Context: an optimization exercise on an open-source flow, tuned for small area. The choices shown serve that exercise and are no tape-out recipe. In this exercise RTL edits were held to simulation tests only and were not proved equivalent to the original.

==> flow/design.v <==
module fifo #(parameter WIDTH=64, parameter DEPTH=8)(
    input clk,
    input res_n,
    input shift_in,
    input shift_out,
    input [WIDTH-1:0] data_in,
    output full,
    output empty,
    output [WIDTH-1:0] data_out
    );
    reg [3:0] cnt;
    reg [WIDTH-1:0] mem [0:DEPTH-1];
    assign full  = cnt[3];
    assign empty = ~(|cnt);
    wire pop  = shift_out & ~empty;
    wire push = shift_in & (~empty ? (~full | shift_out) : ~shift_out);
    wire grow   = push & ~pop;
    wire shrink = pop & ~push;
    wire [3:0] tog;
    assign tog[0] = grow | shrink;
    assign tog[1] = tog[0] & (cnt[0] ~^ grow);
    assign tog[2] = tog[1] & (cnt[1] ~^ grow);
    assign tog[3] = tog[2] & (cnt[2] ~^ grow);
    always @(posedge clk or negedge res_n) begin
        if (~res_n)
            cnt <= 4'd0;
        else
            cnt <= cnt ^ tog;
    end
    integer k;
    always @(posedge clk)
        if (push) begin
            mem[0] <= data_in;
            for (k = 1; k < DEPTH; k = k + 1)
                mem[k] <= mem[k-1];
        end
    wire [DEPTH-1:0] sel;
    genvar g;
    generate
        for (g = 0; g < DEPTH; g = g + 1) begin : dec
            if (g == DEPTH - 1)
                assign sel[g] = cnt[3];
            else
                assign sel[g] = (cnt[2:0] == g + 1);
        end
    endgenerate
    generate
        for (g = 0; g < WIDTH; g = g + 1) begin : rm
            fifo_rmux u (.sel(sel),
                .d({mem[7][g], mem[6][g], mem[5][g], mem[4][g], mem[3][g], mem[2][g], mem[1][g], mem[0][g]}),
                .y(data_out[g]));
        end
    endgenerate
endmodule
module fifo_rmux (
    input  [7:0] sel,
    input  [7:0] d,
    output       y
);
    wire n0, n1;
    fifo_aoi222 g0 (.a(d[0]), .b(sel[0]), .c(d[1]), .d(sel[1]), .e(d[2]), .f(sel[2]), .y(n0));
    fifo_aoi222 g1 (.a(d[3]), .b(sel[3]), .c(d[4]), .d(sel[4]), .e(d[5]), .f(sel[5]), .y(n1));
    assign y = ~(n0 & n1) | (d[6] & sel[6]) | (d[7] & sel[7]);
endmodule
module fifo_aoi222 (input a, b, c, d, e, f, output y);
    assign y = ~((a & b) | (c & d) | (e & f));
endmodule
==> flow/config.mk <==
export PLATFORM = sky130hd
export DESIGN_NAME = fifo
export DESIGN_NICKNAME = fifo
export VERILOG_FILES = /design/flow/design.v
export SDC_FILE = /design/flow/constraint.sdc
export NUM_CORES = 4
export LEC_CHECK = 0
export CAP_MARGIN = 20
export CORE_MARGIN = 2
export CORE_UTILIZATION = 60
export SLEW_MARGIN = 20
export SYNTH_HIERARCHICAL = 1
export SYNTH_MINIMUM_KEEP_SIZE = 0
==> flow/constraint.sdc <==
create_clock -name core_clock -period 5.0 [get_ports {clk}]
set_input_delay 1.0000 -clock core_clock [delete_from_list [all_inputs] [get_ports {clk}]]
set_output_delay 1.0000 -clock core_clock [all_outputs]
set_load 0.01 [all_outputs]
standard.sh (not shown) runs the stock make flow with config.mk's settings and CLKGATE_MAP_FILE= SYNTH_SCRIPT=/design/flow/synth_recipe.tcl, a recipe that flattens the netlist after the stock synthesis.
==> flow/flow/run.sh <==
#!/bin/bash
# The standard layout (standard.sh) with three changes:
#  - the port buffers are the smallest buffer cell (buf_1);
#  - the clock tree is built from small clock buffers in larger sink clusters, without
#    dummy loads;
#  - global placement and placement repair buffer high-fanout nets with the small buffers
#    only (flow/small_bufs.tcl, sourced before those two steps).
# make's output goes to flow_make.log; each ORFS step also keeps its own log under orfs/logs/.
set -euo pipefail
here=$(pwd)
bash standard.sh \
  "BUFFER_PORTS_ARGS=-buffer_cell sky130_fd_sc_hd__buf_1" \
  "CTS_ARGS=-sink_clustering_enable -repair_clock_nets -dont_use_dummy_load -sink_clustering_size 10 -sink_clustering_max_diameter 50 -buf_list {sky130_fd_sc_hd__clkbuf_4}" \
  "PRE_GLOBAL_PLACE_TCL=$here/flow/small_bufs.tcl" \
  "PRE_RESIZE_TCL=$here/flow/small_bufs.tcl" \
  finish > flow_make.log 2>&1
==> flow/flow/small_bufs.tcl <==
# keep the resizer's buffering to the small buffers
set_dont_use [get_lib_cells {sky130_fd_sc_hd__buf_6 sky130_fd_sc_hd__buf_8 sky130_fd_sc_hd__buf_12 sky130_fd_sc_hd__buf_16 sky130_fd_sc_hd__bufbuf_8 sky130_fd_sc_hd__bufbuf_16}]
Edit:
--- a/flow/flow/run.sh
+++ b/flow/flow/run.sh
@@ -13 +13 @@
-  "CTS_ARGS=-sink_clustering_enable -repair_clock_nets -dont_use_dummy_load -sink_clustering_size 10 -sink_clustering_max_diameter 50 -buf_list {sky130_fd_sc_hd__clkbuf_4}" \
+  "CTS_ARGS=-sink_clustering_enable -repair_clock_nets -dont_use_dummy_load -sink_clustering_size 11 -sink_clustering_max_diameter 50 -buf_list {sky130_fd_sc_hd__clkbuf_4}" \
Effect: Wire length rose by 0.30%; die area stays the same; cell area stays flat; synthesized cell count is unchanged; worst setup slack is worse by 25 ps.

[port drivers added, routing unchanged]
Ports are ideal in the flow. The routed layouts listed here were re-timed in OpenROAD. Step 1 sets driving cells, clkbuf_16 on the clock port and buf_2 on the other inputs (assumed; they add their load-dependent delay and slew). Step 2 times the ports against the registers' clock, not the clock port: input delays grow and output delays shrink by t, the midpoint of the rising clock arrivals with the driver on. Slacks: ideal / step 1 / step 2; pairs: ideal / step 1.
| run | t, ns | setup WS [ns] | hold slack, ns | worst setup path after step 2 | worst data-port slew with drivers (ns) |
|---|---|---|---|---|---|
| the first run | 0.746 | 0.822 / 0.781 / 1.526 | 0.133 / 0.119 / 0.407 | register to output | 0.10 |
| the second run | 0.745 | 0.797 / 0.754 / 1.499 | 0.121 / 0.103 / 0.442 | register to output | 0.09 |
After both steps every run listed still meets setup and hold.
